What follows belongs to an exercise in optimizing a design on an open flow for small area; a production flow would make more cautious choices.
Only simulation tests tie the RTL to the original design; equivalence was not proved.
No activity file was given, so power comes from the tool's default toggle rates.

==> run a: inputs <==
Design systolic_pe_array, start of the top module:
module systolic_pe_array(clk,rst,load_wght,ifmap0,ifmap1,ifmap2,ifmap3,ifmap4,ifmap5,ifmap6,ifmap7,wght0,wght1,wght2,wght3,wght4,wght5,wght6,wght7,sum_in0,sum_in1,sum_in2,sum_in3,sum_in4,sum_in5,sum_in6,sum_in7,accum0,accum1,accum2,accum3,accum4,accum5,accum6,accum7);
export LEC_CHECK = 0
export CAP_MARGIN = 20
export CORE_MARGIN = 2
export CORE_UTILIZATION = 75
export CTS_BUF_LIST = sky130_fd_sc_hd__clkbuf_16
export CTS_CLUSTER_DIAMETER = 80
export CTS_CLUSTER_SIZE = 30
export GPL_TIMING_DRIVEN = 0
export SLEW_MARGIN = 20
create_clock -name core_clock -period 5.5 [get_ports {clk}]
standard.sh (not shown) runs the stock make flow with config.mk's settings and CLKGATE_MAP_FILE= SYNTH_SCRIPT=/design/flow/synth_recipe.tcl, a recipe that flattens the netlist after the stock synthesis.
==> flow/flow/run.sh <==
#!/bin/bash
set -euo pipefail
W=$PWD
export MY_FLOW_DIR=$W/flow
grep -q 'SYNTH_SCRIPT=' standard.sh
sed -e "s#SYNTH_SCRIPT=[^ ]*#SYNTH_SCRIPT=$W/flow/synth.tcl ADDER_MAP_FILE= 'BUFFER_PORTS_ARGS=-buffer_cell sky130_fd_sc_hd__buf_1' 'CTS_ARGS=-sink_clustering_enable -repair_clock_nets -dont_use_dummy_load -sink_clustering_size 30 -sink_clustering_max_diameter 80 -buf_list sky130_fd_sc_hd__clkbuf_16'#" standard.sh > my_standard.sh
bash my_standard.sh "$@" > flow_make.log 2>&1
Other scripts of this flow, unchanged in this note and not shown: flow/flow/cells_map.v, flow/flow/synth.tcl
==> inputs of run b, as changes to run a <==
Settings changed: CORE_UTILIZATION 75 to 65.
==> summary of the runs <==
Run b passed the timing, DRC and antenna checks. Run a finished with antenna rules left.
In non-clock buffer count, run b and run a do not differ.
In combinational power, run a and run b hardly differ.
In run a the clock skew is higher than in run b, by 0.0074 ns.
Against run b, the cell count of run a is lower by about 3%.
==> figures <==
| quantity | run b | run a |
|---|---|---|
| Status | timing/DRC/antenna clean | finished with violations |
| Layout check failures | - | antenna rules |
| Total area of multi-input combinational cells | 103,000 sq um | 103,000 sq um |
| M1 wire length | 165,000 microns | 158,000 microns |
| Routed via count divided by cell count | 5.89 | 6.22 |
| Floorplan core area | 262,000 sq um | 227,000 sq um |
| Clock Power Share | 0.142 | 0.137 |
| Latest clock arrival within the worst-skew pair | 0.92 ns | 0.88 ns |
| Fin Clk Skew | 0.0983 ns | 0.106 ns |
| Switching power of the nets | 32.8 mW | 33.0 mW |
| Int Power | 57.4 mW | 57.1 mW |

---

==> v29 <==
systolic_pe_array, a different RTL version from the one above (not shown whole).
==> flow/config.mk <==
export PLATFORM = sky130hd
export DESIGN_NAME = systolic_pe_array
export DESIGN_NICKNAME = systolic_pe_array
export VERILOG_FILES = /design/flow/design.v
export SDC_FILE = /design/flow/constraint.sdc
export NUM_CORES = 4
export LEC_CHECK = 0
export CAP_MARGIN = 20
export CORE_MARGIN = 2
export CORE_UTILIZATION = 65
export CTS_BUF_LIST = sky130_fd_sc_hd__clkbuf_16
export CTS_CLUSTER_DIAMETER = 80
export CTS_CLUSTER_SIZE = 34
export GPL_TIMING_DRIVEN = 0
export SLEW_MARGIN = 20
==> flow/constraint.sdc <==
create_clock -name core_clock -period 5.5 [get_ports {clk}]
set_input_delay 1.1000 -clock core_clock [delete_from_list [all_inputs] [get_ports {clk}]]
set_output_delay 1.1000 -clock core_clock [all_outputs]
set_load 0.01 [all_outputs]
==> flow/flow/run.sh <==
#!/bin/bash
set -euo pipefail
W=$PWD
export MY_FLOW_DIR=$W/flow
grep -q 'SYNTH_SCRIPT=' standard.sh
sed -e "s#SYNTH_SCRIPT=[^ ]*#SYNTH_SCRIPT=$W/flow/synth.tcl ADDER_MAP_FILE= 'BUFFER_PORTS_ARGS=-buffer_cell sky130_fd_sc_hd__buf_1' 'CTS_ARGS=-sink_clustering_enable -repair_clock_nets -dont_use_dummy_load -sink_clustering_size 34 -sink_clustering_max_diameter 80 -buf_list sky130_fd_sc_hd__clkbuf_16'#" standard.sh > my_standard.sh
bash my_standard.sh "$@" > flow_make.log 2>&1
Other scripts of this flow, unchanged in this note and not shown: flow/flow/cells_map.v, flow/flow/synth.tcl
==> v6 (differences from v29) <==
==> flow/flow/run.sh (replaced) <==
#!/bin/bash
set -euo pipefail
W=$PWD
export MY_FLOW_DIR=$W/flow
grep -q 'SYNTH_SCRIPT=' standard.sh
sed -e "s#SYNTH_SCRIPT=[^ ]*#SYNTH_SCRIPT=$W/flow/synth.tcl ADDER_MAP_FILE= 'BUFFER_PORTS_ARGS=-buffer_cell sky130_fd_sc_hd__buf_1' 'CTS_ARGS=-sink_clustering_enable -repair_clock_nets -dont_use_dummy_load -sink_clustering_size 30 -sink_clustering_max_diameter 80 -buf_list sky130_fd_sc_hd__clkbuf_16'#" standard.sh > my_standard.sh
bash my_standard.sh "$@" > flow_make.log 2>&1
- CTS_CLUSTER_SIZE: 34 -> 30
==> v14 (differences from v29) <==
==> flow/flow/run.sh (replaced) <==
#!/bin/bash
set -euo pipefail
W=$PWD
export MY_FLOW_DIR=$W/flow
grep -q 'SYNTH_SCRIPT=' standard.sh
sed -e "s#SYNTH_SCRIPT=[^ ]*#SYNTH_SCRIPT=$W/flow/synth.tcl ADDER_MAP_FILE= 'BUFFER_PORTS_ARGS=-buffer_cell sky130_fd_sc_hd__buf_1' 'CTS_ARGS=-sink_clustering_enable -repair_clock_nets -dont_use_dummy_load -sink_clustering_size 30 -sink_clustering_max_diameter 80 -buf_list sky130_fd_sc_hd__clkbuf_16'#" standard.sh > my_standard.sh
bash my_standard.sh "$@" > flow_make.log 2>&1
- CAP_MARGIN: 20 -> 10
- CTS_CLUSTER_SIZE: 34 -> 30
- SLEW_MARGIN: 20 -> 10
==> summary of the runs <==
v14 finished with timing, DRC and antenna clean. v29 went through all stages and came out clean. v6 completed with no timing, DRC or antenna violations. In register-to-register slack, v14 and v6 hardly differ. In combinational power, v6 and v14 hardly differ. In clock power, v14 and v6 hardly differ. In via count, v6 and v29 hardly differ. Core utilization: v29 < v14 < v6. Hold slack: v29 is lower than v14 (2.9 ps).

---

==> job 6415: inputs <==
systolic_pe_array, a different RTL version from the one above (not shown whole).
export LEC_CHECK = 0
export CAP_MARGIN = 20
export CORE_MARGIN = 2
export CORE_UTILIZATION = 55
export CTS_BUF_LIST = sky130_fd_sc_hd__clkbuf_16
export CTS_CLUSTER_DIAMETER = 80
export CTS_CLUSTER_SIZE = 30
export GPL_TIMING_DRIVEN = 0
export SLEW_MARGIN = 20
create_clock -name core_clock -period 5.5 [get_ports {clk}]
==> flow/flow/run.sh <==
#!/bin/bash
set -euo pipefail
W=$PWD
export MY_FLOW_DIR=$W/flow
grep -q 'SYNTH_SCRIPT=' standard.sh
sed -e "s#SYNTH_SCRIPT=[^ ]*#SYNTH_SCRIPT=$W/flow/synth.tcl ADDER_MAP_FILE= 'BUFFER_PORTS_ARGS=-buffer_cell sky130_fd_sc_hd__buf_1' 'CTS_ARGS=-sink_clustering_enable -repair_clock_nets -dont_use_dummy_load -sink_clustering_size 30 -sink_clustering_max_diameter 80 -buf_list sky130_fd_sc_hd__clkbuf_16'#" standard.sh > my_standard.sh
bash my_standard.sh "$@" > flow_make.log 2>&1
Other scripts of this flow, unchanged in this note and not shown: flow/flow/cells_map.v, flow/flow/synth.tcl
==> job 3604 (differences from job 6415) <==
==> flow/flow/run.sh (replaced) <==
#!/bin/bash
set -euo pipefail
W=$PWD
export MY_FLOW_DIR=$W/flow
grep -q 'SYNTH_SCRIPT=' standard.sh
sed -e "s#SYNTH_SCRIPT=[^ ]*#SYNTH_SCRIPT=$W/flow/synth.tcl ADDER_MAP_FILE= 'BUFFER_PORTS_ARGS=-buffer_cell sky130_fd_sc_hd__buf_1'#" standard.sh > my_standard.sh
bash my_standard.sh "$@" > flow_make.log 2>&1
--- a/flow/config.mk
+++ b/flow/config.mk
@@ -8,8 +8,7 @@
 export CAP_MARGIN = 20
 export CORE_MARGIN = 2
 export CORE_UTILIZATION = 55
-export CTS_BUF_LIST = sky130_fd_sc_hd__clkbuf_16
-export CTS_CLUSTER_DIAMETER = 80
-export CTS_CLUSTER_SIZE = 30
-export GPL_TIMING_DRIVEN = 0
+export CTS_BUF_LIST = sky130_fd_sc_hd__clkbuf_8
+export CTS_CLUSTER_DIAMETER = 50
+export CTS_CLUSTER_SIZE = 18
 export SLEW_MARGIN = 20
==> job 5012 (differences from job 6415) <==
--- a/flow/config.mk
+++ b/flow/config.mk
@@ -7,7 +7,7 @@
 export LEC_CHECK = 0
 export CAP_MARGIN = 20
 export CORE_MARGIN = 2
-export CORE_UTILIZATION = 55
+export CORE_UTILIZATION = 65
 export CTS_BUF_LIST = sky130_fd_sc_hd__clkbuf_16
 export CTS_CLUSTER_DIAMETER = 80
 export CTS_CLUSTER_SIZE = 30
==> notes <==
- Job 6415 produced a clean layout. Job 3604 completed without violations. Job 5012 finished clean.
- Area after synthesis is the same in job 3604 and job 6415.
- Global-route usage: job 6415 < job 3604 < job 5012.
- Non-clock buffer count: job 3604 > job 5012 > job 6415.
- In job 6415 the design area is smaller than in job 3604, by about 4.7%.

port drivers added, routing unchanged:
The results above use ideal ports. As a check the final layouts listed here were re-extracted and re-timed, cells and wires unchanged.
Step 1, drivers: a clkbuf_16 drives clk and a buf_2 each remaining input, both assumed.
Step 2 times the ports against the registers' clock, not the clock port: input delays grow and output delays shrink by t, the midpoint of the rising clock arrivals with the driver on.
a / b / c = ideal / step 1 / step 2; a / b = the first two.
run | shift t [ns] | setup slack, ns | worst hold slack (ns) | worst setup path after step 2 | worst data-port slew with drivers (ns)
run a | 0.922 | 0.124 / 0.124 / 0.124 | 0.283 / 0.233 / 0.283 | register to register | 0.08
run b | 0.962 | 0.205 / 0.205 / 0.205 | 0.263 / 0.191 / 0.282 | register to register | 0.15
v29 | 0.909 | 0.186 / 0.186 / -0.528 | 0.289 / 0.229 / 0.289 | input to register | 0.05
v6 | 0.932 | 0.172 / 0.172 / -0.552 | 0.295 / 0.222 / 0.295 | input to register | 0.05
v14 | 0.931 | 0.163 / 0.163 / -0.627 | 0.292 / 0.219 / 0.292 | input to register | 0.05
job 6415 | 0.972 | 0.194 / 0.194 / 0.194 | 0.253 / 0.188 / 0.253 | register to register | 0.12
job 3604 | 1.185 | 0.278 / 0.278 / 0.278 | 0.118 / 0.039 / 0.303 | register to register | 0.07
job 5012 | 0.964 | 0.166 / 0.166 / 0.166 | 0.295 / 0.217 / 0.299 | register to register | 0.13
With both steps, setup timing fails in v29, v6 and v14, where it was met with ideal ports. For v14, which loses most, drivers alone change the setup slack by 0.000 ns; drivers and shift together by -0.790 ns.
